Context: an optimization exercise on an open-source flow, tuned for small area, a short achievable clock period and few clock cycles per item. The choices shown serve that exercise and are no tape-out recipe. In this exercise RTL edits were held to simulation tests only and were not proved equivalent to the original. Power figures rest on the tool's default switching activity, not on a simulated workload.

Setup of lane 1:
Design md5_crack, start of the top module:
module md5_crack(
  input clk,
  input reset_n,
  input start,               
  input [31:0] first,        
  input [127:0] target,      
  output done,               
  output found,              
  output [31:0] password     
    );
For scale: ~2,000 flip-flops.
clock: 5.0 ns
lec_check: 0
cap_margin: 20
core_margin: 2
core_utilization: 48
cts_cluster_diameter: 150
cts_cluster_size: 22
setup_slack_margin: 2.4
slew_margin: 20
run.sh (not shown) runs the stock make flow with config.mk's settings and CLKGATE_MAP_FILE= SYNTH_SCRIPT=/design/flow/synth_recipe.tcl, a recipe that flattens the netlist after the stock synthesis.
Lane 1 ran to completion and came out clean on the timing, DRC and antenna checks.
Testbench counts of lane 1, summed over its fixed seeds: cycles 177,915, candidates 8,001.
#### Input delta (lane 2 over lane 1)
Settings: a change of CORE_UTILIZATION from 48 to 55.
--- outcome ---
Global-route total usage across every layer: lane 2 vs lane 1 up 3.2 points. Lane 2 gives less post-layout worst setup margin than lane 1 did. In the reports for lane 2 and lane 1, the larger slack of the worst reg-to-reg path belongs to lane 1. Looking at total vias in the final route, lane 2 sits above lane 1. Fraction of layout cells with a size suffix above 1: lane 2 vs lane 1 down 0.39 points. Compared with lane 1, in lane 2 power density relative to cell area now sits higher; sequential power share rose by 0.3 points. The lower length of the first detailed-routing pass in iterations of lane 2 and lane 1 is in lane 1.

========
== run A ==
md5_crack again, from the RTL that the note above started with.
Design md5_crack, start of the top module:
module md5_crack(
  input clk,
  input reset_n,
  input start,               
  input [31:0] first,        
  input [127:0] target,      
  output done,               
  output found,              
  output [31:0] password     
    );
localparam [31:0] IV_A = 32'h67452301, IV_B = 32'hefcdab89,
                  IV_C = 32'h98badcfe, IV_D = 32'h10325476;
function [31:0] kw_rom(input [5:0] r);    
  case (r)
      6'd0: kw_rom = 32'h079ad4a8;
      6'd1: kw_rom = 32'h18f7e786;
      6'd2: kw_rom = 32'h2420715b;
      6'd3: kw_rom = 32'hc1bdceee;
      6'd4: kw_rom = 32'hf57c0faf;
      6'd5: kw_rom = 32'h4787c62a;
      6'd6: kw_rom = 32'ha8304613;
      6'd7: kw_rom = 32'hfd469501;
      6'd8: kw_rom = 32'h698098d8;
      6'd9: kw_rom = 32'h8b44f7af;
      6'd10: kw_rom = 32'hffff5bb1;
      6'd11: kw_rom = 32'h895cd7be;
      6'd12: kw_rom = 32'h6b901122;
      6'd13: kw_rom = 32'hfd987193;
      6'd14: kw_rom = 32'ha67943ce;
      6'd15: kw_rom = 32'h49b40821;
      6'd16: kw_rom = 32'h264e5592;
      6'd17: kw_rom = 32'hc040b340;
      6'd18: kw_rom = 32'h265e5a51;
      6'd19: kw_rom = 32'h19e6f7da;
      6'd20: kw_rom = 32'hd62f105d;
      6'd21: kw_rom = 32'h02441453;
      6'd22: kw_rom = 32'hd8a1e681;
      6'd23: kw_rom = 32'he7d3fbc8;
      6'd24: kw_rom = 32'h21e1cde6;
      6'd25: kw_rom = 32'hc3370816;
      6'd26: kw_rom = 32'hf4d50d87;
      6'd27: kw_rom = 32'h455a14ed;
      6'd28: kw_rom = 32'ha9e3e905;
      6'd29: kw_rom = 32'hfcefa478;
      6'd30: kw_rom = 32'h676f02d9;
      6'd31: kw_rom = 32'h8d2a4c8a;
      6'd32: kw_rom = 32'hfffa3942;
      6'd33: kw_rom = 32'h8771f681;
      6'd34: kw_rom = 32'h6d9d6122;
      6'd35: kw_rom = 32'hfde5384c;
      6'd36: kw_rom = 32'hd4ef1a74;
      6'd37: kw_rom = 32'h4bdecfa9;
      6'd38: kw_rom = 32'hf6bb4b60;
      6'd39: kw_rom = 32'hbebfbc70;
      6'd40: kw_rom = 32'h289b7ec6;
      6'd41: kw_rom = 32'h1ad1582a;
      6'd42: kw_rom = 32'hd4ef3085;
      6'd43: kw_rom = 32'h04881d05;
      6'd44: kw_rom = 32'hd9d4d039;
      6'd45: kw_rom = 32'he6db99e5;
      6'd46: kw_rom = 32'h1fa27cf8;
      6'd47: kw_rom = 32'hc4ac56e5;
      6'd48: kw_rom = 32'h24595274;
      6'd49: kw_rom = 32'h432aff97;
  ...
Settings: LEC_CHECK=0, ABC_AREA=1, CAP_MARGIN=20, CORE_MARGIN=2, CORE_UTILIZATION=55, CTS_CLUSTER_DIAMETER=150, CTS_CLUSTER_SIZE=22, SETUP_SLACK_MARGIN=2.4, SLEW_MARGIN=20; clock period 5.0 ns.
Testbench counts of run A, summed over its fixed seeds: cycles 177,915, candidates 8,001.
Input-level comparison between run B and run A:
diff --git a/flow/config.mk b/flow/config.mk
--- a/flow/config.mk
+++ b/flow/config.mk
@@ -7,9 +7,8 @@
 export LEC_CHECK = 0
-export ABC_AREA = 1
 export CAP_MARGIN = 20
 export CORE_MARGIN = 2
-export CORE_UTILIZATION = 55
+export CORE_UTILIZATION = 48
 export CTS_CLUSTER_DIAMETER = 150
 export CTS_CLUSTER_SIZE = 22
-export SETUP_SLACK_MARGIN = 2.4
+export SETUP_SLACK_MARGIN = 2.35
 export SLEW_MARGIN = 20
==> results.txt <==
After detailed routing, run A needs more wire than run B. Largest vdd supply drop | run B below run A. Run A finished every step from synthesis to the final layout, and the layout passed the timing, DRC and antenna checks. Run B | status: complete | timing, DRC, antenna: pass. Run B reports its end point of the critical path as g[0].dp.bA[31] while run A reports kwA[31]. Of run B and run A, it is run B that has the higher number of clock buffer instances in the layout. Combinational power of run B exceeds that of run A by a few percent. Met3 layer wire length in the routed design: run B and run A compared, lower one is run B. The count of multi-input combinational gates in run B is 0.76 times that in run A. In the metrics for run B and run A, the one carrying the higher global placement routability congestion is run B. End-of-flow core utilization: run B vs run A down 6.6 points.
[inputs] run C vs run B
diff --git a/flow/config.mk b/flow/config.mk
--- a/flow/config.mk
+++ b/flow/config.mk
@@ -9,6 +9,6 @@
 export CORE_MARGIN = 2
-export CORE_UTILIZATION = 48
+export CORE_UTILIZATION = 44
 export CTS_CLUSTER_DIAMETER = 150
 export CTS_CLUSTER_SIZE = 22
-export SETUP_SLACK_MARGIN = 2.35
+export SETUP_SLACK_MARGIN = 2.4
 export SLEW_MARGIN = 20
Notes after the runs:
The clock power of run B and that of run C are within noise of each other. Run C vs run B: maximum vdd ir drop up by more than 10%. Run C: die area higher than run B. Run C vs run B: worst hold slack up in run C. When run C is measured against run B, its utilization of the core after routing turns out 2.8 points lower.

========
== v6 ==
Starting RTL as in the previous note.
Settings: LEC_CHECK=0, CAP_MARGIN=20, CORE_MARGIN=2, CORE_UTILIZATION=55, CTS_CLUSTER_DIAMETER=150, CTS_CLUSTER_SIZE=22, SETUP_SLACK_MARGIN=2.35, SLEW_MARGIN=20; clock period 5.0 ns.
Testbench counts of v6, summed over its fixed seeds: cycles 177,915, candidates 8,001.
Here is what was changed in the inputs of v7 compared with v6.
Settings: SETUP_SLACK_MARGIN changed from 2.35 to 2.5.
### Flow results
For v6 and v7, there was not a single run that failed to finish clean.
Per the comparison of v7 with v6, sum of negative setup slack did not really move, wire length per cell went up, final worst-path cycle share went up, clock skew went down.

[afterwards: timing with drivers on the ports]
In the flow no input, the clock included, has a driving cell. The finished layouts below were timed again as built, in two steps. Step 1: set_driving_cell puts a clkbuf_16 on clk and a buf_2 on each other input, an assumption about the parent block. Step 2 times the ports against the registers' clock, not the clock port: input delays grow and output delays shrink by t, the midpoint of the rising clock arrivals with the driver on. a / b / c = ideal ports / drivers / drivers and shift; a / b = the first two.
run	t, ns	slack for setup (ns)	worst hold slack (ns)	slew at the worst register clock pin (ns)	worst slew at a driven data input, ns
lane 1	0.828	2.325 / 2.325 / 1.737	0.319 / 0.319 / 0.319	0.10 / 0.10	0.10
lane 2	0.825	2.279 / 2.279 / 1.818	0.303 / 0.303 / 0.303	0.10 / 0.10	0.06
run A	0.843	2.321 / 2.321 / 1.693	0.299 / 0.299 / 0.299	0.11 / 0.11	0.10
run B	0.843	2.322 / 2.322 / 1.626	0.310 / 0.310 / 0.310	0.11 / 0.11	0.11
run C	0.860	2.310 / 2.310 / 1.786	0.313 / 0.313 / 0.313	0.11 / 0.11	0.12
v6	0.840	2.274 / 2.274 / 1.712	0.295 / 0.295 / 0.295	0.11 / 0.11	0.05
v7	0.839	2.190 / 2.190 / 1.725	0.312 / 0.312 / 0.312	0.10 / 0.10	0.06
After both steps setup and hold are still met in every run listed. For run B, which loses most, drivers alone change the setup slack by 0.000 ns; drivers and shift together by -0.696 ns.
